Source: an optimization exercise on an open RTL-to-GDS flow (aim: small area and a short achievable clock period). Production flows keep margins and buffers that such runs may drop. The RTL was checked by simulation tests, not by an equivalence proof against the original design. Power and IR drop assume default switching activity.

== run 1 ==
## running_average
module running_average #(
  parameter N = 4,
  parameter DATAWIDTH = 32
)(
  input   wire        clk,
  input   wire        reset,
  input   wire [DATAWIDTH -1 : 0] data_i,
  output  wire [DATAWIDTH -1 : 0] average_o
);
export LEC_CHECK = 0
export CAP_MARGIN = 0
export CORE_MARGIN = 2
export CORE_UTILIZATION = 60
export CTS_BUF_LIST = sky130_fd_sc_hd__clkbuf_4 sky130_fd_sc_hd__clkbuf_8
export SETUP_SLACK_MARGIN = 2.5
export SLEW_MARGIN = 0
export SYNTH_HIERARCHICAL = 1
create_clock -name core_clock -period 7.0 [get_ports {clk}]
standard.sh (not shown) runs the stock make flow with config.mk's settings and CLKGATE_MAP_FILE= SYNTH_SCRIPT=/design/flow/synth_recipe.tcl, a recipe that flattens the netlist after the stock synthesis.
==> flow/flow/run.sh <==
#!/bin/bash
set -euo pipefail
here=$(pwd)
DU_DEFAULT=$(cat flow/default_dont_use.txt)
DU_BIG=$(cat flow/big_cells.txt)
bash standard.sh DONT_USE_CELLS="$DU_DEFAULT $DU_BIG" synth > "$here/synth.log" 2>&1
args=()
if [[ -f flow/pnr_args.txt ]]; then
  while IFS= read -r line; do
    [[ -n "$line" && "$line" != \#* ]] && args+=("$line")
  done < flow/pnr_args.txt
fi
bash standard.sh "${args[@]}" finish > "$here/pnr.log" 2>&1
==> flow/flow/pnr_args.txt <==
BUFFER_PORTS_ARGS=-buffer_cell sky130_fd_sc_hd__buf_1
Other scripts of this flow, unchanged in this note and not shown: flow/flow/big_cells.txt, flow/flow/default_dont_use.txt
Input-level comparison between run 2 and run 1:
==> flow/flow/pnr_args.txt <==
BUFFER_PORTS_ARGS=-buffer_cell sky130_fd_sc_hd__buf_2
--- a/flow/config.mk
+++ b/flow/config.mk
@@ -7,8 +7,8 @@
 export LEC_CHECK = 0
-export CAP_MARGIN = 0
+export CAP_MARGIN = 20
 export CORE_MARGIN = 2
-export CORE_UTILIZATION = 60
+export CORE_UTILIZATION = 40
 export CTS_BUF_LIST = sky130_fd_sc_hd__clkbuf_4 sky130_fd_sc_hd__clkbuf_8
 export SETUP_SLACK_MARGIN = 2.5
-export SLEW_MARGIN = 0
+export SLEW_MARGIN = 20
 export SYNTH_HIERARCHICAL = 1
Findings:
- Relative to run 1, the well-tap cell count of run 2 is higher by 51.
- Of run 1 and run 2, the higher final area belongs to run 2.
- Against run 1, wire length in run 2 came out worse.
- Sequential portion of the cell area | run 2 below run 1
- The synthesized cell count on run 1 is in line with that on run 2.
Relative to run 2, the following input files were edited for run 3:
--- a/flow/config.mk
+++ b/flow/config.mk
@@ -9,3 +9,3 @@
 export CORE_MARGIN = 2
-export CORE_UTILIZATION = 40
+export CORE_UTILIZATION = 60
 export CTS_BUF_LIST = sky130_fd_sc_hd__clkbuf_4 sky130_fd_sc_hd__clkbuf_8
--- outcome ---
- In summary, run 3 completed successfully, with a layout that passed the timing, DRC and antenna checks.
- Cell count in run 3 vs run 2: down about 6%
- Ratio of cells with drive above 1 in the final layout came out lower on run 3 than on run 2.
- Launch point of the critical path = data_i[6]: run 2; launch point of the critical path = data_i[9]: run 3
- Run 3 against run 2: area of placed instances fell about 1%; utilization after layout rose 23 points.

========
running_average, a different RTL version from the one above (not shown whole).
Size in the first run: ~600 cells after synthesis, ~96 flip-flops, roughly 0.0055 mm^2 of cells after synthesis.
export LEC_CHECK = 0
export CAP_MARGIN = 0
export CORE_MARGIN = 2
export CORE_UTILIZATION = 60
export CTS_BUF_LIST = sky130_fd_sc_hd__clkbuf_4 sky130_fd_sc_hd__clkbuf_8
export SETUP_SLACK_MARGIN = 2.5
export SLEW_MARGIN = 0
export SYNTH_HIERARCHICAL = 1
create_clock -name core_clock -period 7.0 [get_ports {clk}]
Scripts as last shown in full above: flow/flow/run.sh
Other scripts of this flow, unchanged in this note and not shown: flow/flow/big_cells.txt, flow/flow/default_dont_use.txt, flow/flow/pnr_args.txt
==> next run, changes <==
--- a/flow/config.mk
+++ b/flow/config.mk
@@ -11,0 +12,2 @@
+export CTS_CLUSTER_DIAMETER = 100
+export CTS_CLUSTER_SIZE = 32
Design area is unchanged.
Register-to-register slack barely changes.
Synthesized area is unchanged.
Global-route usage does not change.
Setup slack does not change.

========
RTL: one of the versions met above, not the one the previous note started from.
Size: roughly 640 cells after synthesis, about 96 flip-flops, ~66 I/O pins, roughly 5700 µm² of cells after synthesis.
Design running_average, start of the top module:
module running_average #(
  parameter N = 4,
  parameter DATAWIDTH = 32
)(
  input   wire        clk,
  input   wire        reset,
  input   wire [DATAWIDTH -1 : 0] data_i,
  output  wire [DATAWIDTH -1 : 0] average_o
);
Settings: LEC_CHECK=0, CAP_MARGIN=20, CORE_MARGIN=2, CORE_UTILIZATION=40, CTS_BUF_LIST=sky130_fd_sc_hd__clkbuf_4 sky130_fd_sc_hd__clkbuf_8, SETUP_SLACK_MARGIN=2.7, SLEW_MARGIN=20, SYNTH_HIERARCHICAL=1; clock period 7.0 ns.
Scripts as last shown in full above: flow/flow/run.sh
Other scripts of this flow, unchanged in this note and not shown: flow/flow/big_cells.txt, flow/flow/default_dont_use.txt, flow/flow/pnr_args.txt
Next try:
SETUP_SLACK_MARGIN = 0   (was 2.7)
Final cell count is lower by 1.8%.
Fmax is lower by 22%.
Routed wire length is lower by 7.7%.
Next try:
SETUP_SLACK_MARGIN = 2.9   (was 0)
Effect: First-iteration DRC count falls by 34%. Routed wire length rises by 8.0%. Clock-buffer cell count rises by 1. Final cell count rises by 2.3%. Total power rises by 19%. Worst setup slack improves by 1200 ps. Register-to-register slack improves by 370 ps. Clock power falls by 6.1%. Critical path depth stays the same. Synthesized cell count stays the same.
Next try:
SETUP_SLACK_MARGIN = 1.5   (was 2.9)
=> Routed wire length came out lower by 7.4%. Core utilization drops by 6.7 points. Clock skew barely changes. Setup slack gets worse by 850 ps. Fmax goes down by 16%. Via count fell by 4.5%. Global-route usage drops by 0.71 points. Hold slack degrades by 5.2 ps.

========
running_average, a different RTL version from the one above (not shown whole).
Size in the first run: about 510 cells after synthesis, ~96 flip-flops, ~66 I/O pins, about 0.0054 mm² of cells after synthesis.
==> flow/config.mk <==
export PLATFORM = sky130hd
export DESIGN_NAME = running_average
export DESIGN_NICKNAME = running_average
export VERILOG_FILES = /design/flow/design.v
export SDC_FILE = /design/flow/constraint.sdc
export NUM_CORES = 4
export LEC_CHECK = 0
export CAP_MARGIN = 0
export CORE_MARGIN = 2
export CORE_UTILIZATION = 60
export CTS_BUF_LIST = sky130_fd_sc_hd__clkbuf_4 sky130_fd_sc_hd__clkbuf_8
export SETUP_SLACK_MARGIN = 2.5
export SLEW_MARGIN = 0
export SYNTH_HIERARCHICAL = 1
==> flow/constraint.sdc <==
create_clock -name core_clock -period 7.0 [get_ports {clk}]
set_input_delay 1.4000 -clock core_clock [delete_from_list [all_inputs] [get_ports {clk}]]
set_output_delay 1.4000 -clock core_clock [all_outputs]
set_load 0.01 [all_outputs]
Scripts as last shown in full above: flow/flow/run.sh
Other scripts of this flow, unchanged in this note and not shown: flow/flow/big_cells.txt, flow/flow/default_dont_use.txt, flow/flow/pnr_args.txt
Then changed:
TNS_END_PERCENT = 20   (was unset)
The changed run completed with no timing, DRC or antenna violations.
Wire length hardly moves.
Register-to-register slack is worse by 0.03 ns.
Clock-buffer cell count stays the same.
Cell count stays the same.
Non-clock buffer count is unchanged.
Die area is unchanged.
Design area falls by 0.46%.
Global-route usage stays the same.
Critical path depth does not change.

========
RTL: one of the versions met above, not the one the previous note started from.
For scale: roughly 96 flip-flops.
export LEC_CHECK = 0
export CAP_MARGIN = 0
export CORE_MARGIN = 2
export CORE_UTILIZATION = 60
export CTS_BUF_LIST = sky130_fd_sc_hd__clkbuf_4 sky130_fd_sc_hd__clkbuf_8
export SETUP_SLACK_MARGIN = 2.6
export SLEW_MARGIN = 0
export SYNTH_HIERARCHICAL = 1
create_clock -name core_clock -period 7.0 [get_ports {clk}]
==> flow/flow/pnr_args.txt <==
BUFFER_PORTS_ARGS=-buffer_cell sky130_fd_sc_hd__buf_1
Scripts as last shown in full above: flow/flow/run.sh
Other scripts of this flow, unchanged in this note and not shown: flow/flow/big_cells.txt, flow/flow/default_dont_use.txt
Rerun with:
==> flow/flow/pnr_args.txt (replaced) <==
BUFFER_PORTS_ARGS=-buffer_cell sky130_fd_sc_hd__buf_1
RECOVER_POWER=100
SETUP_SLACK_MARGIN = 2.5   (was 2.6)
Outcome: This time the run produced a layout that fails on capacitance limit, slew limit. Routed wire length falls by 1.9%. Register-to-register slack gets worse by 0.55 ns. Core utilization falls by 2.1 points. Via count hardly moves. Fmax falls by 8.7%. Total power falls by about 3.4%.

========
Setup of v54:
RTL: one of the versions met above, not the one the previous note started from.
Size: about 96 flip-flops, about 0.0057 sq mm of cells after synthesis.
## running_average
module running_average #(
  parameter N = 4,
  parameter DATAWIDTH = 32
)(
  input   wire        clk,
  input   wire        reset,
  input   wire [DATAWIDTH -1 : 0] data_i,
  output  wire [DATAWIDTH -1 : 0] average_o
);
Settings: LEC_CHECK=0, CAP_MARGIN=20, CORE_MARGIN=2, CORE_UTILIZATION=40, SETUP_SLACK_MARGIN=2.5, SLEW_MARGIN=20, SYNTH_HIERARCHICAL=1; clock period 7.0 ns.
Scripts as last shown in full above: flow/flow/run.sh
Other scripts of this flow, unchanged in this note and not shown: flow/flow/big_cells.txt, flow/flow/default_dont_use.txt, flow/flow/pnr_args.txt
v54 | stages: all done | timing, DRC, antenna: all pass
[inputs] v13 vs v54
Settings: SETUP_SLACK_MARGIN changed from 2.5 to 3.0.
==> notes.md <==
Looking at the reports, v13 completed the entire flow and the layout it produced met the timing, DRC and antenna checks.
Standard cell area after detailed placement was higher in the run labelled v13.
v13 vs. v54: highest clock frequency the design can meet went up by about 1.8%.
Where design area is concerned, v54 is better than v13.
Modified inputs, v40 compared to v13
Settings: TNS_END_PERCENT newly set to 10.
==> comparison <==
- Status | v40 and v13 | clean
- | slew at the pin closest to its max-slew limit | v13 vs v40 | ≈ equal |
- Going from v13 to v40, maximum frequency from static timing analysis shrinks by 0.68%.
- Clock-buffer cell count ends up lower on v13.
- Comparing v40 and v13, the lower internal power of the cells is on v40.
- average_o[14] as the capturing instance or port of the critical path was reported by v13, and average_o[29] by v40.
- v13 → v40: final period utilization now larger, final non-filler cell area now smaller.
- Area used by multi-input combinational logic: v40 and v13 compared, higher one is v13
- Comparing the two runs side by side, v40 comes out behind v13 on least setup slack across all paths after layout.

[afterwards: timing with drivers on the ports]
Ports are ideal in the flow. The routed layouts listed here were re-timed in OpenROAD. Step 1 assumes that a clkbuf_16 drives the clock port and a buf_2 every other input. Step 2 also shifts input and output timing later by t, the mid clock arrival at the registers, as if the neighbouring blocks saw the same clock. Three values: ideal ports, drivers, drivers and shift; two values: the first two.
| run | shift t [ns] | setup slack, ns | worst setup path at the end |
|---|---|---|---|
| run 1 | 0.389 | 2.596 / 2.574 / 2.533 | input to register |
| run 2 | 0.408 | 2.600 / 2.577 / 2.438 | input to register |
| run 3 | 0.385 | 2.590 / 2.571 / 2.510 | input to register |
| the first run of note 2 | 0.394 | 2.564 / 2.538 / 2.343 | input to register |
| the second run of note 2 | 0.394 | 2.564 / 2.538 / 2.343 | input to register |
| the first run of note 3 | 0.403 | 2.720 / 2.686 / 2.573 | input to register |
| the second run of note 3 | 0.399 | 1.505 / 1.485 / 1.485 | input to output |
| the third run of note 3 | 0.411 | 2.671 / 2.627 / 2.627 | input to output |
| the fourth run of note 3 | 0.399 | 1.818 / 1.798 / 1.798 | input to output |
| the first run of note 4 | 0.397 | 2.534 / 2.510 / 2.470 | input to register |
| the second run of note 4 | 0.397 | 2.503 / 2.481 / 2.468 | input to register |
| the first run of note 5 | 0.392 | 2.648 / 2.624 / 2.438 | input to register |
| the second run of note 5 | 0.391 | 2.234 / 2.245 / 1.854 | input to register |
| v54 | 0.379 | 2.544 / 2.527 / 2.517 | input to register |
| v13 | 0.383 | 2.621 / 2.573 / 2.573 | input to output |
| v40 | 0.387 | 2.591 / 2.544 / 2.481 | input to register |
For the second run of note 5, which loses most, drivers alone change the setup slack by +0.011 ns; drivers and shift together by -0.380 ns.
